This design comes from an exercise in tuning for a short achievable clock period and few clock cycles per item on the open sky130 flow, not from production work. Only simulation tests tie the RTL to the original design; equivalence was not proved. Power figures rest on the tool's default switching activity, not on a simulated workload.

**flow/design.v**
```verilog
module rv32_pipe_cpu(
    input clk,
    input rst_n,
    output [31:0] imem_addr,
    input  [31:0] imem_rdata,
    output [31:0] dmem_addr,
    output [31:0] dmem_wdata,
    output        dmem_we,
    input  [31:0] dmem_rdata,
    output        debug_wb_have_inst,
    output [31:0] debug_wb_pc,
    output        debug_wb_ena,
    output [4:0]  debug_wb_reg,
    output [31:0] debug_wb_value
);
    localparam OP_R    = 7'b0110011;
    localparam OP_I    = 7'b0010011;
    localparam OP_LW   = 7'b0000011;
    localparam OP_SW   = 7'b0100011;
    localparam OP_BR   = 7'b1100011;
    localparam OP_JAL  = 7'b1101111;
    localparam OP_JALR = 7'b1100111;
    localparam OP_LUI  = 7'b0110111;
    reg  [31:0] pc;
    reg  [31:0] fetch_addr;          
    reg  [11:2] pc_tag;              
    reg         id_valid;
    reg  [31:0] id_pc;
    reg  [31:0] id_inst;
    reg  [31:0] id_rs1_oh;           
    reg  [31:0] id_rs2_oh;           
    reg  [31:0] id_rs1_ohn;          
    reg  [31:0] id_rs2_ohn;          
    reg         id_rs1_one;          
    reg         id_pred;             
    reg         ex_valid;
    reg  [31:0] ex_pc;
    reg  [31:0] ex_pc4;
    reg  [4:0]  ex_rd;
    reg         ex_rf_we;
    reg         ex_is_load;
    reg         ex_is_store;
    reg         ex_is_branch;
    reg         ex_lp;               
    reg  [4:0]  ex_rs;
    reg         ex_is_jal;
    reg         ex_ai_known;         
    reg         ex_ai_zero;          
    reg         ex_is_jalr;
    reg         ex_jal_far;          
    reg         ex_br_lt;            
    reg         ex_br_inv;           
    reg         ex_m_always;         
    reg         ex_m_true;           
    reg         ex_m_false;          
    reg         ex_jr_chk;           
    reg         ex_sub;
    reg         ex_sra;
    reg  [7:0]  ex_rsel;             
    reg  [31:0] ex_a;                
    reg  [31:0] ex_b;                
    reg  [31:0] ex_sd;               
    reg  [31:0] ex_target;           
    reg         ex_m_late;           
    reg  [31:0] ex_pnpc;             
    reg         mem_valid;
    reg  [31:0] mem_pc;
    reg  [4:0]  mem_rd;
    reg         mem_rf_we;
    reg         mem_is_load;
    reg         mem_is_store;
    reg  [31:0] mem_alu;
    reg  [31:0] mem_sd;
    reg         mem_btb_upd;         
    reg         mem_btb_ins;         
    reg         mem_is_branch;
    reg  [31:0] mem_target;          
    reg  [31:0] mem_pc4;
    reg         mem_taken;
    reg         mem_lp;              
    reg  [4:0]  mem_rs;
    reg  [31:0] mem_jr_tgt;          
    reg         mem_is_jalr;
    reg         mem_jr_redirect;     
    reg         mem_we;              
    reg  [31:0] mem_addr_q;          
    reg         wb_valid;
    reg  [31:0] wb_pc;
    reg  [4:0]  wb_rd;
    reg         wb_rf_we;
    reg  [31:0] wb_val;
    reg         dbg_have;
    reg         dbg_ena;
    reg  [4:0]  dbg_reg;
    reg  [31:0] dbg_val;
    reg  [31:0] rf [1:31];
    reg  [7:0]  btb_v;
    reg  [9:0]  btb_tag [0:7];
    reg  [9:0]  btb_tgt [0:7];
    reg  [1:0]  btb_ctr [0:7];
    reg  [7:0]  btb_lp;              
    reg  [4:0]  btb_rs  [0:7];       
    reg  [31:1] rf_is_one;
    reg         wb_is_one;
    reg  [2:0]  btb_ptr;             
    function [31:0] ks_add;
        input [31:0] a;
        input [31:0] b;
        input        cin;
        reg   [31:0] g, p, gn, pn;
        integer      i, d;
        begin
            g = a & b;
            p = a ^ b;
            g[0] = g[0] | (p[0] & cin);
            for (d = 1; d < 32; d = d * 2) begin
                gn = g;
                pn = p;
                for (i = d; i < 32; i = i + 1) begin
                    gn[i] = g[i] | (p[i] & g[i-d]);
                    pn[i] = p[i] & p[i-d];
                end
                g = gn;
                p = pn;
            end
            ks_add = (a ^ b) ^ {g[30:0], cin};
        end
    endfunction
    function [31:0] inc4;
        input [31:0] x;
        reg   [31:0] c, cn;
        integer      i, d;
        begin
            c = x;
            for (d = 1; d < 32; d = d * 2) begin
                cn = c;
                for (i = 2 + d; i < 32; i = i + 1)
                    cn[i] = c[i] & c[i-d];
                c = cn;
            end
            inc4 = {x[31:3] ^ c[30:2], ~x[2], x[1:0]};
        end
    endfunction
    function lt32;
        input [31:0] a;
        input [31:0] b;
        reg   [31:0] l, e;
        reg   [31:0] a2, b2;
        integer      i, w;
        begin
            a2 = {~a[31], a[30:0]};      
            b2 = {~b[31], b[30:0]};
            l = ~a2 & b2;
            e = ~(a2 ^ b2);
            for (w = 1; w < 32; w = w * 2) begin
                for (i = 0; i < 32; i = i + 2 * w) begin
                    l[i] = l[i + w] | (e[i + w] & l[i]);
                    e[i] = e[i + w] & e[i];
                end
            end
            lt32 = l[0];
        end
    endfunction
    assign imem_addr = fetch_addr;
    wire [31:0] f_rs1_oh = 32'd1 << imem_rdata[19:15];
    wire        f_rs1_one = (wb_valid && wb_rf_we && wb_rd == imem_rdata[19:15]) ?
                            wb_is_one : |(f_rs1_oh[31:1] & rf_is_one);
    wire [31:0] f_rs2_oh = 32'd1 << imem_rdata[24:20];
    wire [6:0]  d_op  = id_inst[6:0];
    wire [4:0]  d_rd  = id_inst[11:7];
    wire [2:0]  d_f3  = id_inst[14:12];
    wire [4:0]  d_rs1 = id_inst[19:15];
    wire [4:0]  d_rs2 = id_inst[24:20];
    wire d_r    = (d_op == OP_R);
    wire d_i    = (d_op == OP_I);
    wire d_lw   = (d_op == OP_LW);
    wire d_sw   = (d_op == OP_SW);
    wire d_br   = (d_op == OP_BR);
    wire d_jal  = (d_op == OP_JAL);
    wire d_jalr = (d_op == OP_JALR);
    wire d_lui  = (d_op == OP_LUI);
    wire d_use1 = d_r | d_i | d_lw | d_sw | d_br | d_jalr;
    wire d_use2 = d_r | d_sw | d_br;
    wire d_wr   = (d_r | d_i | d_lw | d_jal | d_jalr | d_lui) && (d_rd != 5'd0);
    wire [31:0] d_immI = {{20{id_inst[31]}}, id_inst[31:20]};
    wire [31:0] d_immS = {{20{id_inst[31]}}, id_inst[31:25], id_inst[11:7]};
    wire [31:0] d_immB = {{20{id_inst[31]}}, id_inst[7], id_inst[30:25], id_inst[11:8], 1'b0};
    wire [31:0] d_immJ = {{12{id_inst[31]}}, id_inst[19:12], id_inst[20], id_inst[30:21], 1'b0};
    wire [31:0] d_immU = {id_inst[31:12], 12'h000};
    wire [31:0] d_imm = d_sw  ? d_immS :
                        d_lui ? d_immU : d_immI;
    wire [31:0] d_pc4    = inc4(id_pc);
    wire [31:0] d_tgt_j  = ks_add(id_pc, d_immJ, 1'b0);
    wire [31:0] d_tgt_b  = ks_add(id_pc, d_immB, 1'b0);
    wire [31:0] d_target = d_jal ? d_tgt_j : d_tgt_b;
    wire        d_jal_far = d_jal && (d_immJ != 32'd4);
    reg  [31:0] d_rf1, d_rf2;
    integer k;
    always @(*) begin
        d_rf1 = 32'd0;
        d_rf2 = 32'd0;
        for (k = 1; k < 32; k = k + 1) begin
            d_rf1 = d_rf1 | ({{16{!id_rs1_ohn[k]}}, {16{id_rs1_oh[k]}}} & rf[k]);
            d_rf2 = d_rf2 | ({{16{!id_rs2_ohn[k]}}, {16{id_rs2_oh[k]}}} & rf[k]);
        end
    end
    wire d_e1 = ex_valid  && ex_rf_we  && (ex_rd  == d_rs1);
    wire d_e2 = ex_valid  && ex_rf_we  && (ex_rd  == d_rs2);
    wire d_m1 = mem_valid && mem_rf_we && (mem_rd == d_rs1);
    wire d_m2 = mem_valid && mem_rf_we && (mem_rd == d_rs2);
    wire d_w1 = wb_valid  && wb_rf_we  && (wb_rd  == d_rs1);
    wire d_w2 = wb_valid  && wb_rf_we  && (wb_rd  == d_rs2);
    wire d_stall = id_valid && ex_valid && ex_is_load &&
                   ((d_use1 && d_e1) || (d_use2 && d_e2));
    wire d_rs1_one = d_m1 ? (!mem_is_load && mem_alu == 32'd1) :
                     d_w1 ? wb_is_one : id_rs1_one;
    wire d_ai_known = d_i && (d_f3 == 3'b000) && d_wr && (id_inst[31:20] == 12'hfff) &&
                      !d_e1 && !(d_m1 && mem_is_load);
    wire d_exit    = id_valid && d_ai_known && d_rs1_one;
    reg         f_pred;
    reg         f_take;
    reg  [9:0]  f_tgt;
    integer j;
    always @(*) begin
        f_pred = 1'b0;
        f_take = 1'b0;
        f_tgt  = 10'd0;
        for (j = 0; j < 8; j = j + 1) begin
            if (btb_v[j] && btb_tag[j] == pc_tag && btb_ctr[j][1]) begin
                f_pred = 1'b1;
                f_tgt  = f_tgt | btb_tgt[j];
                if (!(btb_lp[j] && btb_rs[j] == d_rd && d_exit))
                    f_take = 1'b1;
            end
        end
    end
    wire [31:0] f_pc4     = inc4(pc);
    wire [31:0] f_npc     = f_take ? {pc[31:12], f_tgt, 2'b00} : f_pc4;
    wire d_fused     = d_br && (d_f3[2:1] == 2'b00) && (d_rs2 == 5'd0) &&
                       ex_valid && ex_ai_known && (ex_rd == d_rs1);
    wire d_fz_taken  = d_f3[0] ^ ex_ai_zero;
    wire d_same      = (d_rs1 == d_rs2);
    wire d_fwd_take  = (d_f3 == 3'b000) ?  d_same :
                       (d_f3 == 3'b001) ? !d_same :
                       (d_f3 == 3'b101) ?  d_same : 1'b0;
    wire d_redir_seq = d_fused && !d_fz_taken;       
    wire d_redirect  = id_valid && !d_stall &&
                       (d_fused ? (d_fz_taken != id_pred)
                                : (!id_pred && (d_jal_far || (d_br && (id_inst[31] || d_fwd_take)))));
    wire d_alu  = d_r | d_i;
    wire d_add  = (d_alu && d_f3 == 3'b000) | d_lw | d_sw;
    wire d_sub  = d_r && d_f3 == 3'b000 && id_inst[30];
    wire [7:0] d_rsel = {
        d_jal | d_jalr,                       
        d_lui,                                
        d_alu && d_f3 == 3'b101,              
        d_alu && d_f3 == 3'b001,              
        d_alu && d_f3 == 3'b100,              
        d_alu && d_f3 == 3'b110,              
        d_alu && d_f3 == 3'b111,              
        d_add                                 
    };
    wire d_use_imm = d_i | d_lw | d_sw | d_jalr | d_lui;
    wire [31:0] d_timm  = d_jal ? d_immJ : d_immB;
    wire [31:0] d_cs_x  = id_pc ^ d_timm ^ pc;
    wire [31:0] d_cs_c  = (id_pc & d_timm) | ((id_pc | d_timm) & ~pc);
    wire        d_pc_is_tgt = (d_cs_x == {d_cs_c[30:0], 1'b0});
    wire d_p_seq = d_redirect ?  d_redir_seq : !id_pred;
    wire d_p_tgt = d_redirect ? !d_redir_seq : d_pc_is_tgt;
    wire [31:0] x_a = ex_a;
    wire [31:0] x_b = ex_b;
    wire [31:0] x_sum = ks_add(x_a, x_b, ex_sub);
    wire [31:0] x_sll = x_a << x_b[4:0];
    wire [31:0] x_sr  = $signed({ex_sra & x_a[31], x_a}) >>> x_b[4:0];
    wire [31:0] x_res = ({32{ex_rsel[0]}} & x_sum)
                      | ({32{ex_rsel[1]}} & (x_a & x_b))
                      | ({32{ex_rsel[2]}} & (x_a | x_b))
                      | ({32{ex_rsel[3]}} & (x_a ^ x_b))
                      | ({32{ex_rsel[4]}} & x_sll)
                      | ({32{ex_rsel[5]}} & x_sr)
                      | ({32{ex_rsel[6]}} & x_b)
                      | ({32{ex_rsel[7]}} & ex_pc4);
    wire x_eq = (x_a == x_b);
    wire x_lt = lt32(x_a, x_b);
    wire x_cond = (ex_br_lt ? x_lt : x_eq) ^ ex_br_inv;
    wire x_taken = (ex_is_branch && x_cond) || ex_is_jal;
    wire [31:0] x_cs_x = x_a ^ x_b ^ ex_pnpc;
    wire [31:0] x_cs_c = (x_a & x_b) | ((x_a | x_b) & ~ex_pnpc);
    wire x_jalr_ok = (x_cs_x == {x_cs_c[30:0], 1'b0});
    wire x_mispredict = ex_m_always || (x_cond ? ex_m_true : ex_m_false);
    wire x_jr_wrong   = (ex_jr_chk && !x_jalr_ok) || ex_m_late;
    assign dmem_addr  = mem_addr_q;
    assign dmem_wdata = mem_sd;
    assign dmem_we    = mem_we;
    wire [31:0] m_val = mem_is_load ? dmem_rdata : mem_alu;
    wire [31:0] d_v1 = d_e1 ? x_res : d_m1 ? m_val : d_w1 ? wb_val : d_rf1;
    wire [31:0] d_v2 = d_e2 ? x_res : d_m2 ? m_val : d_w2 ? wb_val : d_rf2;
    assign debug_wb_have_inst = dbg_have;
    assign debug_wb_pc        = wb_pc;
    assign debug_wb_ena       = dbg_ena;
    assign debug_wb_reg       = dbg_reg;
    assign debug_wb_value     = dbg_val;
    wire [31:0] pc_id = d_stall    ? pc :
                        d_redirect ? (d_redir_seq ? d_pc4 : d_target) : f_npc;
    wire [31:0] pc_n = mem_jr_redirect ? (mem_is_jalr ? mem_jr_tgt :
                                          mem_taken   ? mem_target : mem_pc4) : pc_id;
    always @(posedge clk or negedge rst_n) begin
        if (!rst_n)  pc <= 32'hffff_fffc;
        else         pc <= pc_n;
    end
    always @(posedge clk) begin
        fetch_addr <= rst_n ? pc_n : 32'hffff_fffc;
        pc_tag     <= pc_n[11:2];
    end
    always @(posedge clk) begin
        id_rs1_oh  <= d_stall ?  (32'd1 << d_rs1) :  f_rs1_oh;
        id_rs2_oh  <= d_stall ?  (32'd1 << d_rs2) :  f_rs2_oh;
        id_rs1_ohn <= d_stall ? ~(32'd1 << d_rs1) : ~f_rs1_oh;
        id_rs2_ohn <= d_stall ? ~(32'd1 << d_rs2) : ~f_rs2_oh;
    end
    always @(posedge clk or negedge rst_n) begin
        if (!rst_n)                           id_valid <= 1'b0;
        else if (mem_jr_redirect || x_mispredict || x_jr_wrong || d_redirect)
                                              id_valid <= 1'b0;
        else if (!d_stall)                    id_valid <= 1'b1;
    end
    always @(posedge clk) begin
        if (d_stall) begin
            if (d_w1) id_rs1_one <= wb_is_one;
        end
        if (!d_stall) begin
            id_pc      <= pc;
            id_inst    <= imem_rdata;
            id_rs1_one <= f_rs1_one;
            id_pred    <= f_take;
        end
    end
    always @(posedge clk or negedge rst_n) begin
        if (!rst_n)                          ex_valid <= 1'b0;
        else if (x_mispredict || x_jr_wrong || d_stall)
                                             ex_valid <= 1'b0;
        else                                 ex_valid <= id_valid;
    end
    wire d_to_ex = rst_n && id_valid && !(x_mispredict || x_jr_wrong || d_stall);
    always @(posedge clk) begin
        ex_m_always  <= d_to_ex && !d_br && !d_jalr && (d_jal ? !d_p_tgt : !d_p_seq);
        ex_m_true    <= d_to_ex && d_br && !d_p_tgt && d_p_seq;
        ex_m_false   <= d_to_ex && d_br && !d_p_seq && d_p_tgt;
        ex_m_late    <= d_to_ex && d_br && !d_p_seq && !d_p_tgt;
        ex_jr_chk    <= d_to_ex && d_jalr;
    end
    always @(posedge clk) begin
        ex_pc        <= id_pc;
        ex_pc4       <= d_pc4;
        ex_rd        <= d_rd;
        ex_rf_we     <= d_wr;
        ex_is_load   <= d_lw;
        ex_is_store  <= d_sw;
        ex_is_branch <= d_br;
        ex_lp        <= (d_f3 == 3'b001) && (d_rs2 == 5'd0);
        ex_rs        <= d_rs1;
        ex_is_jal    <= d_jal;
        ex_ai_known  <= d_ai_known;
        ex_ai_zero   <= d_rs1_one;
        ex_is_jalr   <= d_jalr;
        ex_jal_far   <= d_jal_far;
        ex_br_lt     <= d_f3[2];
        ex_br_inv    <= d_f3[0];
        ex_sub       <= d_sub;
        ex_sra       <= id_inst[30];
        ex_rsel      <= d_rsel;
        ex_a         <= d_v1;
        ex_b         <= d_use_imm ? d_imm : d_sub ? ~d_v2 : d_v2;
        ex_sd        <= d_v2;
        ex_target    <= d_target;
        ex_pnpc      <= pc;
    end
    always @(posedge clk or negedge rst_n) begin
        if (!rst_n) begin
            mem_valid       <= 1'b0;
            mem_jr_redirect <= 1'b0;
            mem_alu         <= 32'd0;
        end else begin
            mem_valid       <= ex_valid;
            mem_jr_redirect <= x_jr_wrong || x_mispredict;
            mem_alu         <= x_res;
        end
    end
    always @(posedge clk) begin
        mem_we     <= rst_n && ex_valid && ex_is_store;
        mem_addr_q <= x_res;
    end
    always @(posedge clk) begin
        mem_pc        <= ex_pc;
        mem_rd        <= ex_rd;
        mem_rf_we     <= ex_rf_we;
        mem_is_load   <= ex_is_load;
        mem_is_store  <= ex_is_store;
        mem_sd        <= ex_sd;
        mem_btb_upd   <= ex_is_branch | ex_is_jal | ex_is_jalr;
        mem_btb_ins   <= (ex_is_branch && x_cond) || ex_jal_far || ex_is_jalr;
        mem_is_branch <= ex_is_branch;
        mem_target    <= ex_target;
        mem_pc4       <= ex_pc4;
        mem_taken     <= x_taken;
        mem_lp        <= ex_is_branch && ex_lp;
        mem_rs        <= ex_rs;
        mem_jr_tgt    <= x_sum;
        mem_is_jalr   <= ex_is_jalr;
    end
    always @(posedge clk or negedge rst_n) begin
        if (!rst_n) begin
            wb_valid <= 1'b0;
            wb_rd    <= 5'd0;
            wb_rf_we <= 1'b0;
            wb_val   <= 32'd0;
            wb_is_one <= 1'b0;
        end else begin
            wb_valid <= mem_valid;
            wb_rd    <= mem_rd;
            wb_rf_we <= mem_rf_we;
            wb_val   <= m_val;
            wb_is_one <= (m_val == 32'd1);
        end
    end
    always @(posedge clk) begin
        wb_pc    <= mem_pc;
        dbg_have <= rst_n && mem_valid;
        dbg_ena  <= mem_rf_we;
        dbg_reg  <= mem_rd;
        dbg_val  <= m_val;
    end
    genvar gi;
    generate
        for (gi = 1; gi < 32; gi = gi + 1) begin : g_rf
            always @(posedge clk or negedge rst_n) begin
                if (!rst_n)
                    rf[gi] <= 32'd0;
                else if (wb_valid && wb_rf_we && (wb_rd == gi))
                    rf[gi] <= wb_val;
            end
            always @(posedge clk or negedge rst_n) begin
                if (!rst_n)
                    rf_is_one[gi] <= 1'b0;
                else if (wb_valid && wb_rf_we && (wb_rd == gi))
                    rf_is_one[gi] <= wb_is_one;
            end
        end
    endgenerate
    reg        m_hit;
    reg  [2:0] m_hidx;
    integer    q;
    always @(*) begin
        m_hit  = 1'b0;
        m_hidx = 3'd0;
        for (q = 0; q < 8; q = q + 1) begin
            if (btb_v[q] && btb_tag[q] == mem_pc[11:2]) begin
                m_hit  = 1'b1;
                m_hidx = q;
            end
        end
    end
    wire m_btb_ins = mem_valid && mem_btb_upd && mem_btb_ins;
    wire m_btb_dec = mem_valid && mem_btb_upd && !mem_btb_ins && mem_is_branch && m_hit;
    wire [2:0] m_widx = m_hit ? m_hidx : btb_ptr;
    always @(posedge clk or negedge rst_n) begin
        if (!rst_n)                      btb_ptr <= 3'd0;
        else if (m_btb_ins && !m_hit)    btb_ptr <= btb_ptr + 3'd1;
    end
    generate
        for (gi = 0; gi < 8; gi = gi + 1) begin : g_btb
            always @(posedge clk or negedge rst_n) begin
                if (!rst_n)
                    btb_v[gi] <= 1'b0;
                else if (m_btb_ins && m_widx == gi)
                    btb_v[gi] <= 1'b1;
            end
            always @(posedge clk) begin
                if (m_btb_ins && m_widx == gi) begin
                    btb_tag[gi] <= mem_pc[11:2];
                    btb_tgt[gi] <= mem_is_jalr ? mem_jr_tgt[11:2] : mem_target[11:2];
                    btb_lp[gi]  <= mem_lp;
                    btb_rs[gi]  <= mem_rs;
                    btb_ctr[gi] <= (m_hit && btb_ctr[gi] != 2'b11) ? btb_ctr[gi] + 2'd1 : 2'b11;
                end else if (m_btb_dec && m_widx == gi) begin
                    btb_ctr[gi] <= (btb_ctr[gi] == 2'b00) ? 2'b00 : btb_ctr[gi] - 2'd1;
                end
            end
        end
    endgenerate
endmodule
```
**flow/flow/run.sh**
```bash
#!/bin/bash
# The standard layout (standard.sh) with the settings in env.sh:
# environment variables, and make variables in MAKE_ARGS.
set -euo pipefail
MAKE_ARGS=()
source flow/env.sh
bash standard.sh "${MAKE_ARGS[@]}" finish > standard.log 2>&1
```
**flow/flow/env.sh**
```bash
export SETUP_SLACK_MARGIN=7
# Port buffers: a strong buffer instead of the smallest one.
export BUFFER_PORTS_ARGS="-buffer_cell sky130_fd_sc_hd__buf_8"
# Leave adders to ABC (no fixed full/half-adder cells in the carry paths).
export ADDER_MAP_FILE=
# Make variables: the platform's don't-use cells plus slow cells ABC tends to
# chain (high-stack OR/NOR and complex AOI/OAI, majority, adder, 3-input XOR).
MAKE_ARGS=("DONT_USE_CELLS= sky130_fd_sc_hd__probe_p_8 sky130_fd_sc_hd__probec_p_8 sky130_fd_sc_hd__lpflow_bleeder_1 sky130_fd_sc_hd__lpflow_clkbufkapwr_1 sky130_fd_sc_hd__lpflow_clkbufkapwr_16 sky130_fd_sc_hd__lpflow_clkbufkapwr_2 sky130_fd_sc_hd__lpflow_clkbufkapwr_4 sky130_fd_sc_hd__lpflow_clkbufkapwr_8 sky130_fd_sc_hd__lpflow_clkinvkapwr_1 sky130_fd_sc_hd__lpflow_clkinvkapwr_16 sky130_fd_sc_hd__lpflow_clkinvkapwr_2 sky130_fd_sc_hd__lpflow_clkinvkapwr_4 sky130_fd_sc_hd__lpflow_clkinvkapwr_8 sky130_fd_sc_hd__lpflow_decapkapwr_12 sky130_fd_sc_hd__lpflow_decapkapwr_3 sky130_fd_sc_hd__lpflow_decapkapwr_4 sky130_fd_sc_hd__lpflow_decapkapwr_6 sky130_fd_sc_hd__lpflow_decapkapwr_8 sky130_fd_sc_hd__lpflow_inputiso0n_1 sky130_fd_sc_hd__lpflow_inputiso0p_1 sky130_fd_sc_hd__lpflow_inputiso1n_1 sky130_fd_sc_hd__lpflow_inputiso1p_1 sky130_fd_sc_hd__lpflow_inputisolatch_1 sky130_fd_sc_hd__lpflow_isobufsrc_1 sky130_fd_sc_hd__lpflow_isobufsrc_16 sky130_fd_sc_hd__lpflow_isobufsrc_2 sky130_fd_sc_hd__lpflow_isobufsrc_4 sky130_fd_sc_hd__lpflow_isobufsrc_8 sky130_fd_sc_hd__lpflow_isobufsrckapwr_16 sky130_fd_sc_hd__lpflow_lsbuf_lh_hl_isowell_tap_1 sky130_fd_sc_hd__lpflow_lsbuf_lh_hl_isowell_tap_2 sky130_fd_sc_hd__lpflow_lsbuf_lh_hl_isowell_tap_4 sky130_fd_sc_hd__lpflow_lsbuf_lh_isowell_4 sky130_fd_sc_hd__lpflow_lsbuf_lh_isowell_tap_1 sky130_fd_sc_hd__lpflow_lsbuf_lh_isowell_tap_2 sky130_fd_sc_hd__lpflow_lsbuf_lh_isowell_tap_4  sky130_fd_sc_hd__or3_* sky130_fd_sc_hd__or3b_* sky130_fd_sc_hd__or4_* sky130_fd_sc_hd__or4b_* sky130_fd_sc_hd__or4bb_* sky130_fd_sc_hd__nor3_* sky130_fd_sc_hd__nor3b_* sky130_fd_sc_hd__nor4_* sky130_fd_sc_hd__nor4b_* sky130_fd_sc_hd__nor4bb_* sky130_fd_sc_hd__o41a_* sky130_fd_sc_hd__o41ai_* sky130_fd_sc_hd__o311a_* sky130_fd_sc_hd__o311ai_* sky130_fd_sc_hd__a2111o_* sky130_fd_sc_hd__a2111oi_* sky130_fd_sc_hd__o32a_* sky130_fd_sc_hd__o32ai_* sky130_fd_sc_hd__maj3_* sky130_fd_sc_hd__fa_* sky130_fd_sc_hd__ha_* sky130_fd_sc_hd__xnor3_* sky130_fd_sc_hd__xor3_* sky130_fd_sc_hd__mux4_* sky130_fd_sc_hd__a211o_* sky130_fd_sc_hd__a211oi_* sky130_fd_sc_hd__o211a_* sky130_fd_sc_hd__o211ai_* sky130_fd_sc_hd__a311o_* sky130_fd_sc_hd__a311oi_* sky130_fd_sc_hd__o31a_* sky130_fd_sc_hd__o31ai_* sky130_fd_sc_hd__a31o_* sky130_fd_sc_hd__a31oi_* sky130_fd_sc_hd__a41o_* sky130_fd_sc_hd__a41oi_* sky130_fd_sc_hd__a32o_* sky130_fd_sc_hd__a32oi_* sky130_fd_sc_hd__o2111a_* sky130_fd_sc_hd__o2111ai_* sky130_fd_sc_hd__a222oi_*")
```
**flow/standard.sh**
```bash
#!/bin/bash
# synth_recipe.tcl (not shown) runs the flow's synth.tcl, then flattens the netlist and writes it again
# the make line also repeats each setting of config.mk as NAME=value (left out here)
make -C /OpenROAD-flow-scripts/flow DESIGN_CONFIG=/design/flow/config.mk WORK_HOME=/design/flow/orfs CLKGATE_MAP_FILE= SYNTH_SCRIPT=/design/flow/synth_recipe.tcl "${@:-finish}"
```
**flow/config.mk**
```make
export PLATFORM = sky130hd
export DESIGN_NAME = rv32_pipe_cpu
export DESIGN_NICKNAME = rv32_pipe_cpu
export VERILOG_FILES = /design/flow/design.v
export SDC_FILE = /design/flow/constraint.sdc
export NUM_CORES = 8
export LEC_CHECK = 0
export ABC_CLOCK_PERIOD_IN_PS = 2500
export CAP_MARGIN = 30
export CORE_MARGIN = 2
export CORE_UTILIZATION = 55
export CTS_CLUSTER_DIAMETER = 80
export CTS_CLUSTER_SIZE = 20
export GPL_TIMING_DRIVEN = 1
export SLEW_MARGIN = 30
```
**flow/constraint.sdc**
```tcl
create_clock -name core_clock -period 10.0 [get_ports {clk}]
set_input_delay 2.0000 -clock core_clock [delete_from_list [all_inputs] [get_ports {clk}]]
set_output_delay 2.0000 -clock core_clock [all_outputs]
set_load 0.01 [all_outputs]
```
==> results of run 1 <==
[how the worst max path moves through the flow]
stage | startpoint | endpoint | slack, ns | cells after the start
2_1_floorplan | imem_rdata[16] | id_rs1_one$_DFF_P_ | 6.71 | 10
3_3_place_gp | id_inst[20]$_DFFE_PN_ | fetch_addr[8]$_SDFF_PN1_ | 4.72 | 14
3_5_place_dp | id_inst[20]$_DFFE_PN_ | fetch_addr[8]$_SDFF_PN1_ | 4.55 | 14
4_1_cts | id_inst[18]$_DFFE_PN_ | fetch_addr[16]$_SDFF_PN1_ | 6.57 | 16
5_1_grt | mem_alu[30]$_DFF_PN0_ | fetch_addr[21]$_SDFF_PN1_ | 6.29 | 14
6_report | mem_alu[31]$_DFF_PN0_ | fetch_addr[21]$_SDFF_PN1_ | 6.18 | 14
[cell usage after synthesis, types with 22 or more instances]
master	count	area [um^2]
nor2b_1	93	581.8
xor2_1	109	954.7
o22ai_1	59	369.1
nand2_1	562	2110
nor2_1	530	1989
dfxtp_1	704	14090
a21o_1	45	337.8
and4b_1	22	220.2
and3_1	80	500.5
nand4_1	225	1408
or2_2	54	337.8
a221o_1	31	310.3
o21a_1	36	270.3
a221oi_1	424	3714
buf_1	63	236.5
a22o_1	368	3223
edfxtp_1	289	8678
dfrtp_1	1112	27830
nand2b_1	85	531.8
nand3_1	176	880.8
mux2i_1	220	2202
buf_2	72	360.4
clkbuf_1	652	2447
o21ai_0	433	2167
inv_1	269	1010
dfstp_2	30	788.3
a22oi_1	312	2342
a21oi_1	389	1947
mux2_2	1079	12150
and4_1	72	630.6
o221ai_1	86	753.2
xnor2_1	439	3845
and2_1	53	331.6
[cell usage in the layout, fill, tap and decap left out, types with 43 or more instances in the layout]
master        n
clkbuf_16   164
dfxtp_4      72
buf_12       78
edfxtp_1    289
and4_1       66
dfxtp_1     407
a21oi_1     310
a21o_1       43
xnor2_1     374
inv_1       244
clkbuf_1     51
a22oi_1     309
o21ai_0     305
nand3_1     149
buf_6       122
dfxtp_2     225
o21ai_1      75
nor2b_1      86
a22o_1      367
buf_4       694
xnor2_2      49
nand4_1     225
a221oi_1    385
nor2_1      463
nand2b_1     78
nand2_1     498
o21ai_2      44
and3_1       63
dfrtp_1    1086
xor2_1       87
a21oi_2      61
nand2_2      43
mux2i_1     171
mux2_2     1056
or2_2        49
buf_8       247
[metal layers]
| layer | vias to the layer above | track usage | part of all wire |
|---|---|---|---|
| met5 | - | 0.01301 | 0.00092 |
| met4 | 28 | 0.4226 | 0.11 |
| met3 | 2801 | 0.1993 | 0.14 |
| met2 | 8345 | 0.7113 | 0.41 |
| met1 | 44640 | 0.5928 | 0.34 |
| li1 | 35290 | - | - |
[worst max-delay path, delay by kind of cell (launching register included)]
family	cells	cell delay, ns
buf+inv	2	0.30
compound gates	4	1.10
xor+xnor	1	0.15
flops	1	0.41
simple gates	7	1.70
[cell families after synthesis]
logic type                share of synthesized area
AOI/OAI and AO/OA                            0.1601
DFF                                          0.5103
xor gates and xnor gates                    0.04783
buffers and inverters                       0.04063
and+or+nand+nor                             0.09836
muxes                                        0.1427
[layout make-up]
cell class,count,area (um^2),share of cell area
Antenna cell,26,65.06,0.0005247
Clock buffer,210,4069,0.03281
Clock inverter,37,500.5,0.004036
Inverter,273,1092,0.008809
Multi-Input combinational cell,6121,49830,0.4018
Sequential cell,2135,51970,0.4191
Tap cell,2385,2984,0.02407
Timing Repair Buffer,1198,13470,0.1087
Timing Repair inverter,2,17.52,0.0001413
[power by group]
part           total (W)  switching [W]  internal, W
Sequential        0.0107       0.000995      0.00969
Clock            0.00627        0.00327      0.00300
Combinational    0.00513        0.00282      0.00231
Total             0.0221        0.00709       0.0150
[per-stage QoR]
step / hold WS (ns) / area (um^2)
6_report: 0.3215 / 124000
5_1_grt: 0.3250 / 123900
4_1_cts: 0.3229 / 118900
3_5_place_dp: 0.3121 / 106500
3_3_place_gp: 0.3102 / 106300
2_1_floorplan: 0.3095 / 101000
[timing repair]
item | CTS | global route
gates resized for setup | 939 | 621
setup buffers | 424 | 246
cloned | 44 | 14
setup endpoints to repair | 1652 | 981
pin swaps | 165 | 219
==> results.sh, run 1 <==
export IMPL_die_w_um=431.9
export IMPL_grt_pass1_wl_um=657000
export IMPL_final_hold_viol_count=0
export IMPL_top_regs="rf: 992 flops, btb_tag: 80 flops, btb_tgt: 80 flops"
export IMPL_remaining_drc_errors=0
export IMPL_cp_end_kind="flip-flop"
export IMPL_cts_tree="built"
export IMPL_cts_sinks=2135
export IMPL_placementRows=157
export IMPL_largest_register="rf"
export IMPL_grt_start_max_net_pins=156
export IMPL_hold_path_end="wb_pc[19]$_DFF_P_"
export IMPL_grt_pass1_vias=84820
export IMPL_status="timing/DRC/antenna clean"
export IMPL_path_max_fanout=6
export IMPL_synthesis_nets=9373
export IMPL_rsz0062_at_grt="yes"
export IMPL_nNetsFinal=9936
export IMPL_slew_violations=0
export IMPL_die_h_um=431.9
export IMPL_leakage_nw=53.93
export IMPL_wl_per_cell_um=39.36
export IMPL_total_power_w=0.02210
export IMPL_tightest_slew_ns=1.161
export IMPL_critical_path_class="reg -> reg"
export IMPL_post_synth_inst_count=9307
export IMPL_clockBufferDepth=3
export IMPL_skew_ns=0.03904
export IMPL_drt_pass1_iterations=8
export IMPL_cp_data_required_time_ns=10.69
export IMPL_hold_start="mem_pc[19]$_DFF_P_"
export IMPL_avgViaCountPerCell=7.354
export IMPL_fill_cells=13650
export IMPL_clkTransAtPathRegs_ns=0.09
export IMPL_clk_latency_ns=0.86
export IMPL_cts_max_level=4
export IMPL_yosys_warnings=6
export IMPL_synth_async_reset_ratio=0.5349
export IMPL_place_hpwl_um=283500
export IMPL_track_usage=0.5013
export IMPL_cellPowerDensity_nw_per_um2=178.2
export IMPL_rr_worst_depth=14
export IMPL_pre_cts_ws_ns=4.547
export IMPL_syn_area_um2=100700
export IMPL_final_setup_viol_count=0
export IMPL_ir_worst_vdd_mv=0.1726
export IMPL_cp_start_kind="flip-flop"
export IMPL_timing_rr_end="fetch_addr[21]$_SDFF_PN1_"
export IMPL_drive_above_1_share=0.3583
export IMPL_gp_congestion=1.028
export IMPL_worstReg2RegStart="mem_alu[31]$_DFF_PN0_"
export IMPL_synth_edf_count=289
export IMPL_dp_cells=11390
export IMPL_ant_nets=0
export IMPL_maxSlewHeadroom=0.2262
export IMPL_worst_slack_ns=6.176
export IMPL_io_buffers=233
export IMPL_critPathArrivalTime_ns=4.52
export IMPL_cp_slowest_cell="nand4_1"
export IMPL_maxCapViolations=0
export IMPL_avgSynthCellArea_um2=10.82
export IMPL_dieArea_um2=186500
export IMPL_holdPathStages=0
export IMPL_wl_um=487600
export IMPL_layout_min_cycle_time_ns=3.824
export IMPL_grt_overflow_total=0
export IMPL_vias=91100
export IMPL_start_util=0.5518
export IMPL_fin_util=0.6795
export IMPL_synth_ff_type="dfrtp_1"
export IMPL_max_clock_freq_mhz=261.5
export IMPL_ys_seq_area_frac=0.5103
export IMPL_cts_hold_buf=0
export IMPL_tns_ns=0
export IMPL_core_area_um2=182500
export IMPL_final_cells=12390
export IMPL_path_cells="nor2_1 -> and4_4 -> nand4_1 -> o21ai_2 -> nand4_1 -> a21oi_4 -> buf_12 -> and2_4 -> buf_4 -> nand2_1 -> xnor2_2 -> a221oi_2 -> a221oi_2 -> nand2b_1"
export IMPL_hp_class="reg -> reg"
export IMPL_syn_to_final_growth_pct=23.15
export IMPL_fin_crit_sh=0.3824
export IMPL_synth_cell_types=60
export IMPL_largest_reg_flops=992
export IMPL_ios=234
export IMPL_drt_initial_drc_count=15920
export IMPL_antenna_found_initial=49
export IMPL_clockRootBuffer="clkbuf_16"
export IMPL_slowest_delay_ns=0.50
export IMPL_ys_seq_elements=2135
export IMPL_reg2reg_slack_ns=6.18
export IMPL_cts_made_buffers=139
Testbench counts, summed over its fixed seeds: cycles 28,299, instrs 26,430.
==> inputs of run 2 (changes only) <==
--- a/flow/design.v
+++ b/flow/design.v
@@ -244,9 +244,13 @@
                        (d_f3 == 3'b001) ? !d_same :
                        (d_f3 == 3'b101) ?  d_same : 1'b0;
     wire d_redir_seq = d_fused && !d_fz_taken;       
-    wire d_redirect  = id_valid && !d_stall &&
+    wire d_br_redirect = id_valid && !d_stall &&
                        (d_fused ? (d_fz_taken != id_pred)
                                 : (!id_pred && (d_jal_far || (d_br && (id_inst[31] || d_fwd_take)))));
+    wire        d_jr_fuse = d_jalr && ex_valid && ex_is_jal && ex_rf_we && (ex_rd == d_rs1);
+    wire [31:0] d_jr_tgt  = ks_add(ex_pc4, d_immI, 1'b0);
+    wire        d_jr_redirect = id_valid && d_jr_fuse && !id_pred;
+    wire        d_redirect    = d_br_redirect || d_jr_redirect;
     wire d_alu  = d_r | d_i;
     wire d_add  = (d_alu && d_f3 == 3'b000) | d_lw | d_sw;
     wire d_sub  = d_r && d_f3 == 3'b000 && id_inst[30];
@@ -300,8 +304,9 @@
     assign debug_wb_ena       = dbg_ena;
     assign debug_wb_reg       = dbg_reg;
     assign debug_wb_value     = dbg_val;
-    wire [31:0] pc_id = d_stall    ? pc :
-                        d_redirect ? (d_redir_seq ? d_pc4 : d_target) : f_npc;
+    wire [31:0] pc_id = d_stall       ? pc :
+                        d_jr_redirect ? d_jr_tgt :
+                        d_br_redirect ? (d_redir_seq ? d_pc4 : d_target) : f_npc;
     wire [31:0] pc_n = mem_jr_redirect ? (mem_is_jalr ? mem_jr_tgt :
                                           mem_taken   ? mem_target : mem_pc4) : pc_id;
     always @(posedge clk or negedge rst_n) begin
@@ -373,7 +378,7 @@
         ex_b         <= d_use_imm ? d_imm : d_sub ? ~d_v2 : d_v2;
         ex_sd        <= d_v2;
         ex_target    <= d_target;
-        ex_pnpc      <= pc;
+        ex_pnpc      <= d_jr_redirect ? d_jr_tgt : pc;
     end
     always @(posedge clk or negedge rst_n) begin
         if (!rst_n) begin
==> results.sh, run 2 <==
export IMPL_status="timing/DRC/antenna clean"
export IMPL_worstReg2RegStart="id_inst[27]$_DFFE_PN_"
export IMPL_total_power_w=0.02255
export IMPL_avgViaCountPerCell=7.394
export IMPL_rsz0062_at_grt="yes"
export IMPL_largest_reg_flops=992
export IMPL_synthTopCellsByCount="dfrtp_1 (1112), mux2_2 (1108), dfxtp_1 (704), nand2_1 (688), nor2_1 (551)"
export IMPL_post_synth_inst_count=9866
export IMPL_core_area_um2=188200
export IMPL_grt_pass1_wl_um=694400
export IMPL_clockRootBuffer="clkbuf_16"
export IMPL_tightest_slew_ns=1.224
export IMPL_grt_pass1_vias=89400
export IMPL_dieArea_um2=193300
export IMPL_final_hold_viol_count=0
export IMPL_yosysTopAreaCellShare=0.2665
export IMPL_syn_to_final_growth_pct=21.79
export IMPL_wl_per_cell_um=39.41
export IMPL_clkTransAtPathRegs_ns=0.09
export IMPL_hp_class="reg -> reg"
export IMPL_cts_hold_buf=0
export IMPL_cts_made_buffers=136
export IMPL_track_usage=0.5104
export IMPL_placementRows=159
export IMPL_path_cells="buf_8"
export IMPL_synth_top_family_by_area="compound AO/OA/AOI/OAI gates"
export IMPL_holdPathStages=0
export IMPL_ios=234
export IMPL_tns_ns=0
export IMPL_reg2reg_slack_ns=6.64
export IMPL_crit_family="flip-flops"
export IMPL_hold_path_end="mem_pc[26]$_DFF_P_"
export IMPL_fin_crit_sh=0.3430
export IMPL_maxCapViolations=0
export IMPL_synth_area_leaders="dfrtp_1 (27%), dfxtp_1 (13%), mux2_2 (12%)"
export IMPL_leakage_nw=55.03
export IMPL_start_util=0.5548
export IMPL_cp_end_kind="primary output"
export IMPL_cts_sinks=2135
export IMPL_synth_cell_types=79
export IMPL_hold_start="ex_pc[26]$_DFF_P_"
export IMPL_remaining_drc_errors=0
export IMPL_synth_xor_area_frac=0.05057
export IMPL_synth_ff_type="dfrtp_1"
export IMPL_avgSynthCellArea_um2=10.58
export IMPL_ys_seq_area_frac=0.4922
export IMPL_maxSlewHeadroom=0.1842
export IMPL_max_clock_freq_mhz=291.5
export IMPL_drt_initial_drc_count=18020
export IMPL_gp_congestion=1.054
export IMPL_cp_slowest_cell="dfxtp_4"
export IMPL_drt_pass1_iterations=9
export IMPL_wl_um=511700
export IMPL_timing_rr_end="pc[29]$_DFF_PN1_"
export IMPL_slew_violations=0
export IMPL_critPathArrivalTime_ns=1.43
export IMPL_yosys_warnings=6
export IMPL_grt_overflow_total=0
export IMPL_io_buffers=233
export IMPL_synthAdderAreaFrac=0
export IMPL_cp_start_kind="flip-flop"
export IMPL_clk_latency_ns=0.88
export IMPL_place_hpwl_um=307400
export IMPL_nNetsFinal=10420
export IMPL_layout_min_cycle_time_ns=3.430
export IMPL_antenna_found_initial=39
export IMPL_critical_path_class="reg -> out"
export IMPL_cts_tree="built"
export IMPL_final_common_cell="dfrtp_1"
export IMPL_critPathBufInv=1
export IMPL_grt_start_max_net_pins=141
export IMPL_path_max_fanout=1
export IMPL_clockBufferDepth=3
export IMPL_largest_register="rf"
export IMPL_synth_simple_gate_area_frac=0.1103
export IMPL_synth_compound_area_frac=0.1598
export IMPL_synth_mux_area_frac=0.1429
export IMPL_fin_util=0.6757
export IMPL_synth_edf_count=289
export IMPL_drive_above_1_share=0.3427
export IMPL_top_regs="rf: 992 flops, btb_tag: 80 flops, btb_tgt: 80 flops"
export IMPL_layout_common_cells="dfrtp_1 (1093), mux2_2 (1084), buf_4 (673)"
export IMPL_die_w_um=439.7
export IMPL_slowest_delay_ns=0.44
export IMPL_yosysMostFrequentCell="dfrtp_1"
export IMPL_synthesis_nets=9932
export IMPL_ir_worst_vdd_mv=0.1535
export IMPL_die_h_um=439.7
export IMPL_vias=96000
export IMPL_synth_async_reset_ratio=0.5349
export IMPL_cp_data_required_time_ns=8.00
export IMPL_final_setup_viol_count=0
export IMPL_ant_nets=0
export IMPL_rr_worst_depth=15
export IMPL_skew_ns=0.04401
export IMPL_ys_seq_elements=2135
export IMPL_yosysTopAreaCell="dfrtp_1"
export IMPL_cellPowerDensity_nw_per_um2=177.3
export IMPL_syn_area_um2=104400
export IMPL_cts_max_level=4
-- run 2: cell families (layout without fill, tap and decap cells) --
family	count (synthesis)	count (layout)
AO/OA/AOI/OAI	2319	2319
AND/OR/NAND/NOR	2313	2330
flip-flops	2135	2135
multiplexers	1352	1352
buffers and inverters	1151	1727
XOR/XNOR	596	596
other	0	29
-- run 2: worst max path at each step --
| stage | start | end | cells after the start |
|---|---|---|---|
| 6_report | fetch_addr[0]$_SDFF_PN0_ | imem_addr[0] | 1 |
| 5_1_grt | fetch_addr[16]$_SDFF_PN1_ | imem_addr[16] | 1 |
| 4_1_cts | fetch_addr[0]$_SDFF_PN0_ | imem_addr[0] | 1 |
| 3_5_place_dp | id_inst[17]$_DFFE_PN_ | ex_a[31]$_DFF_P_ | 7 |
| 3_3_place_gp | id_inst[17]$_DFFE_PN_ | ex_a[24]$_DFF_P_ | 8 |
| 2_1_floorplan | imem_rdata[15] | id_rs1_one$_DFF_P_ | 11 |
-- run 2: cell type report --
type,count,area (um^2)
Antenna cell,29,72.57
Sequential cell,2135,51990
Tap cell,2495,3122
Clock buffer,204,3776
Inverter,319,1270
Timing Repair inverter,2,12.51
Fill cell,14330,61040
Clock inverter,37,525.5
Multi-Input combinational cell,6597,53360
Timing Repair Buffer,1165,13040
-- run 2: power breakdown --
part           total (W)  leakage [nW]  internal, W  switching, W
clock            0.00605          2.08      0.00279       0.00326
sequential        0.0109          24.4      0.00969       0.00118
combinational    0.00564          28.5      0.00249       0.00314
total             0.0225          55.0       0.0150       0.00758
-- run 2: what timing repair did --
| item | 4_1_cts | 5_1_grt |
|---|---|---|
| buffers inserted | 427 | 186 |
| resized for setup | 1045 | 517 |
| pin swaps | 215 | 226 |
| setup endpoints to repair | 1592 | 1167 |
| cloned | 42 | 10 |
| hold endpoints to repair | 0 | 0 |
-- run 2: metrics by stage --
step                      std cells  cell area, um^2  worst slack, ns  hold WS, ns
after floorplan                9866           104700            6.584       0.3095
after global placement        12040           110100            5.185       0.3097
after detailed placement      12050           110300            5.329       0.3120
after CTS                     12760           122900            6.563       0.3258
after global routing          12960           127100            6.563       0.3297
final                         12980           127200            6.570       0.3218
-- run 2: per-layer routing --
layer | vias to the layer above | routed length [um] | track usage
met2 | 9016 | 205900 | 0.7102
met3 | 3089 | 76230 | 0.2129
li1 | 37120 | - | -
met1 | 46730 | 171700 | 0.6113
met5 | - | 625 | 0.01067
met4 | 34 | 57250 | 0.4245
Testbench counts of run 2, summed over its fixed seeds: cycles 28,051, instrs 26,430.
==> inputs of run 3 (changes only) <==
--- a/flow/design.v
+++ b/flow/design.v
@@ -26,6 +26,9 @@
     reg  [11:2] pc_tag;              
     reg         id_valid;
     reg  [31:0] id_pc;
+    reg  [31:0] id_tgt_b;            
+    reg  [31:0] id_tgt_j;            
+    reg  [31:0] id_jr_tgt;           
     reg  [31:0] id_inst;
     reg  [31:0] id_rs1_oh;           
     reg  [31:0] id_rs2_oh;           
@@ -190,9 +193,7 @@
     wire [31:0] d_imm = d_sw  ? d_immS :
                         d_lui ? d_immU : d_immI;
     wire [31:0] d_pc4    = inc4(id_pc);
-    wire [31:0] d_tgt_j  = ks_add(id_pc, d_immJ, 1'b0);
-    wire [31:0] d_tgt_b  = ks_add(id_pc, d_immB, 1'b0);
-    wire [31:0] d_target = d_jal ? d_tgt_j : d_tgt_b;
+    wire [31:0] d_target = d_jal ? id_tgt_j : id_tgt_b;
     wire        d_jal_far = d_jal && (d_immJ != 32'd4);
     reg  [31:0] d_rf1, d_rf2;
     integer k;
@@ -248,7 +249,7 @@
                        (d_fused ? (d_fz_taken != id_pred)
                                 : (!id_pred && (d_jal_far || (d_br && (id_inst[31] || d_fwd_take)))));
     wire        d_jr_fuse = d_jalr && ex_valid && ex_is_jal && ex_rf_we && (ex_rd == d_rs1);
-    wire [31:0] d_jr_tgt  = ks_add(ex_pc4, d_immI, 1'b0);
+    wire [31:0] d_jr_tgt  = id_jr_tgt;
     wire        d_jr_redirect = id_valid && d_jr_fuse && !id_pred;
     wire        d_redirect    = d_br_redirect || d_jr_redirect;
     wire d_alu  = d_r | d_i;
@@ -265,10 +266,7 @@
         d_add                                 
     };
     wire d_use_imm = d_i | d_lw | d_sw | d_jalr | d_lui;
-    wire [31:0] d_timm  = d_jal ? d_immJ : d_immB;
-    wire [31:0] d_cs_x  = id_pc ^ d_timm ^ pc;
-    wire [31:0] d_cs_c  = (id_pc & d_timm) | ((id_pc | d_timm) & ~pc);
-    wire        d_pc_is_tgt = (d_cs_x == {d_cs_c[30:0], 1'b0});
+    wire        d_pc_is_tgt = (pc == d_target);
     wire d_p_seq = d_redirect ?  d_redir_seq : !id_pred;
     wire d_p_tgt = d_redirect ? !d_redir_seq : d_pc_is_tgt;
     wire [31:0] x_a = ex_a;
@@ -340,6 +338,14 @@
             id_pred    <= f_take;
         end
     end
+    wire [31:0] f_immB_x = {{20{imem_rdata[31]}}, imem_rdata[7], imem_rdata[30:25], imem_rdata[11:8], 1'b0};
+    wire [31:0] f_immJ_x = {{12{imem_rdata[31]}}, imem_rdata[19:12], imem_rdata[20], imem_rdata[30:21], 1'b0};
+    wire [31:0] f_immI_x = {{20{imem_rdata[31]}}, imem_rdata[31:20]};
+    always @(posedge clk) begin
+        id_tgt_b  <= d_stall ? ks_add(id_pc, d_immB, 1'b0) : ks_add(pc, f_immB_x, 1'b0);
+        id_tgt_j  <= d_stall ? ks_add(id_pc, d_immJ, 1'b0) : ks_add(pc, f_immJ_x, 1'b0);
+        id_jr_tgt <= ks_add(d_pc4, f_immI_x, 1'b0);
+    end
     always @(posedge clk or negedge rst_n) begin
         if (!rst_n)                          ex_valid <= 1'b0;
         else if (x_mispredict || x_jr_wrong || d_stall)
==> results.sh, run 3 <==
export IMPL_leakage_nw=56.42
export IMPL_syn_to_final_growth_pct=21.97
export IMPL_cts_tree="built"
export IMPL_maxCapViolations=0
export IMPL_path_max_fanout=4
export IMPL_drive_above_1_share=0.3416
export IMPL_p_int_w=0.01602
export IMPL_clk_latency_ns=0.87
export IMPL_cts_made_buffers=143
export IMPL_critPathArrivalTime_ns=4.67
export IMPL_clockRootBuffer="clkbuf_16"
export IMPL_final_common_cell="mux2_2"
export IMPL_cts_max_level=4
export IMPL_skew_ns=0.05695
export IMPL_holdPathStages=0
export IMPL_grt_pass1_wl_um=693200
export IMPL_wl_um=513000
export IMPL_timing_rr_end="id_tgt_b[28]$_DFF_P_"
export IMPL_p_sw_w=0.008324
export IMPL_nNetsFinal=10760
export IMPL_yosysMostFrequentCell="mux2_2"
export IMPL_layout_min_cycle_time_ns=3.884
export IMPL_clkTransAtPathRegs_ns=0.08
export IMPL_remaining_drc_errors=0
export IMPL_route_met3_wl_um=82600
export IMPL_ant_nets=0
export IMPL_rsz0062_at_grt="yes"
export IMPL_grt_start_max_net_pins=153
export IMPL_yosysTopAreaCellShare=0.2589
export IMPL_worstReg2RegStart="id_inst[9]$_DFFE_PN_"
export IMPL_tns_ns=0
export IMPL_start_util=0.5523
export IMPL_synthTopCellsByCount="mux2_2 (1119), dfrtp_1 (1112), dfxtp_1 (801), nand2_1 (788), nor2_1 (652)"
export IMPL_reg2reg_slack_ns=6.27
export IMPL_hold_path_end="mem_target[3]$_DFF_P_"
export IMPL_place_hpwl_um=308700
export IMPL_post_synth_inst_count=10260
export IMPL_hold_start="ex_target[3]$_DFF_P_"
export IMPL_vias=97320
export IMPL_antenna_found_initial=46
export IMPL_critical_path_class="in -> reg"
export IMPL_max_clock_freq_mhz=257.5
export IMPL_power_frac_clock=0.256
export IMPL_yosysTopAreaCell="dfrtp_1"
export IMPL_io_buffers=233
export IMPL_die_w_um=446.0
export IMPL_core_area_um2=194600
export IMPL_largest_register="rf"
export IMPL_cts_sinks=2232
export IMPL_top_regs="rf: 992 flops, btb_tag: 80 flops, btb_tgt: 80 flops"
export IMPL_fin_crit_sh=0.3884
export IMPL_cp_start_kind="primary input"
export IMPL_cellPowerDensity_nw_per_um2=185.7
export IMPL_syn_area_um2=107500
export IMPL_largest_reg_flops=992
export IMPL_synth_async_reset_ratio=0.5116
export IMPL_status="timing/DRC/antenna clean"
export IMPL_die_h_um=446.0
export IMPL_cts_hold_buf=0
export IMPL_cp_data_required_time_ns=10.78
export IMPL_synth_cell_types=80
export IMPL_gp_congestion=1.041
export IMPL_synthesis_nets=10330
export IMPL_ir_worst_vdd_mv=0.1937
export IMPL_hold_ws_ns=0.3106
export IMPL_layout_common_cells="mux2_2 (1088), dfrtp_1 (1085), nand2_1 (705)"
export IMPL_rr_worst_depth=13
export IMPL_clockBufferDepth=3
export IMPL_drt_initial_drc_count=17780
export IMPL_synth_ff_type="dfrtp_1"
export IMPL_ys_seq_elements=2232
export IMPL_dieArea_um2=198900
export IMPL_ys_seq_area_frac=0.4963
export IMPL_wl_per_cell_um=38.37
export IMPL_tightest_slew_ns=1.195
export IMPL_final_setup_viol_count=0
export IMPL_synth_area_leaders="dfrtp_1 (26%), dfxtp_1 (15%), mux2_2 (12%)"
export IMPL_avgSynthCellArea_um2=10.47
export IMPL_track_usage=0.4955
export IMPL_comb_power_share=0.267
export IMPL_synth_edf_count=289
export IMPL_grt_overflow_total=0
export IMPL_grt_pass1_vias=89700
export IMPL_cp_end_kind="flip-flop"
export IMPL_hp_class="reg -> reg"
export IMPL_avgViaCountPerCell=7.279
export IMPL_yosys_warnings=6
export IMPL_wl_met1_um=185700
export IMPL_route_met2_wl_um=200100
export IMPL_sw_frac_of_total=0.3419
export IMPL_drt_pass1_iterations=11
export IMPL_p_seq_frac=0.476
export IMPL_placementRows=162
export IMPL_ios=234
export IMPL_maxSlewHeadroom=0.2033
export IMPL_slew_violations=0
export IMPL_top_layer_used="met5"
export IMPL_final_hold_viol_count=0
run 3: logic make-up after synthesis:
logic type,after synthesis,share of synthesized area
AND/OR/NAND/NOR,2431,0.1096
AO/OA/AOI/OAI,2413,0.1565
flip-flops,2232,0.4963
multiplexers,1341,0.1379
buffers and inverters,1163,0.04309
XOR/XNOR,684,0.05662
run 3: worst max-delay path, cell delays in order:
cell      delay (ns)
buf_16          0.11
a21o_1          0.19
a221oi_4        0.33
o221ai_4        0.22
a21boi_2        0.24
nand2_2         0.11
a221o_2         0.53
nand2_4         0.16
a21o_4          0.18
mux2i_2         0.22
xor2_1          0.21
nand2_1         0.08
o21ai_1         0.10
run 3: layout make-up:
class / count / area [um^2]
timing repair inverter: 2 / 17.52
tap: 2542 / 3181
multi-input combinational: 6883 / 55350
inverter: 319 / 1286
clock inverter: 37 / 431.7
sequential: 2232 / 53890
antenna: 23 / 57.56
fill: 14710 / 63510
timing repair buffer: 1114 / 12850
clock buffer: 218 / 4016
run 3: repair_timing:
action / 4_1_cts / 5_1_grt
gates cloned: 43 / 6
setup buffers: 438 / 170
setup endpoints to repair: 1291 / 946
pin swaps: 263 / 291
resized for setup: 1210 / 567
run 3: power groups by stage:
stage	combinational (W)	sequential, W	clock [W]
floorplan	0.00343	0.0107	0
global placement	0.00475	0.0117	0
detailed placement	0.00481	0.0117	0
CTS	0.00580	0.0115	0.00623
global route	0.00678	0.0116	0.00655
finish	0.00651	0.0116	0.00624
run 3: per-stage QoR:
stage | area [um^2] | util | power [W] | worst slack [ns] | instances
floorplan | 108000 | - | 0.01417 | 5.678 | 10260
global placement | 113000 | 0.5809 | 0.01641 | 4.123 | 12430
detailed placement | 113100 | 0.5813 | 0.01650 | 3.963 | 12430
CTS | 126800 | 0.6515 | 0.02355 | 6.265 | 13170
global route | 131000 | 0.6733 | 0.02495 | 6.056 | 13350
finish | 131100 | 0.6736 | 0.02435 | 6.116 | 13370
run 3: layer usage:
layer	track usage	vias up
met2	0.6674	9013
met4	0.3172	32
met3	0.2164	2613
li1	-	38020
met5	0.009035	-
met1	0.6442	47640
run 3: how the worst max path moves through the flow:
stage                                to             startpoint  slack (ns)  cells after the start
2_1_floorplan      id_tgt_j[26]$_DFF_P_         imem_rdata[22]        5.68                     13
5_1_grt            id_tgt_j[27]$_DFF_P_         imem_rdata[21]        6.06                     14
3_3_place_gp   fetch_addr[0]$_SDFF_PN0_  id_inst[19]$_DFFE_PN_        4.12                     14
3_5_place_dp   fetch_addr[1]$_SDFF_PN0_  id_inst[19]$_DFFE_PN_        3.96                     14
4_1_cts           id_jr_tgt[16]$_DFF_P_         imem_rdata[25]        6.27                     14
6_report           id_tgt_j[26]$_DFF_P_         imem_rdata[21]        6.12                     13
Testbench counts of run 3, summed over its fixed seeds: cycles 28,051, instrs 26,430.

static timing again, ports no longer ideal:
No port has a modelled driver above. Below, the same layouts with a new extraction and two added sets of constraints.
Step 1 (the two cells are an assumption about what drives the block):
set clk [get_ports {clk}]
set_driving_cell -lib_cell sky130_fd_sc_hd__clkbuf_16 $clk
set_driving_cell -lib_cell sky130_fd_sc_hd__buf_2 [delete_from_list [all_inputs] $clk]
Step 2 also shifts input and output timing later by t, the mid clock arrival at the registers, as if the neighbouring blocks saw the same clock.
a / b / c = ideal ports / drivers / drivers and shift; a / b = the first two.
| run | t (ns) | slack for setup (ns) | slew at the worst register clock pin (ns) | worst data-port slew with drivers (ns) |
|---|---|---|---|---|
| run 1 | 0.935 | 6.176 / 6.176 / 5.928 | 0.09 / 0.09 | 0.18 |
| run 2 | 0.950 | 6.570 / 6.481 / 6.082 | 0.09 / 0.09 | 0.23 |
| run 3 | 0.944 | 6.116 / 6.068 / 5.125 | 0.10 / 0.10 | 0.32 |
After both steps setup and hold are still met in every run listed. For run 3, which loses most, drivers alone change the setup slack by -0.048 ns; drivers and shift together by -0.991 ns.
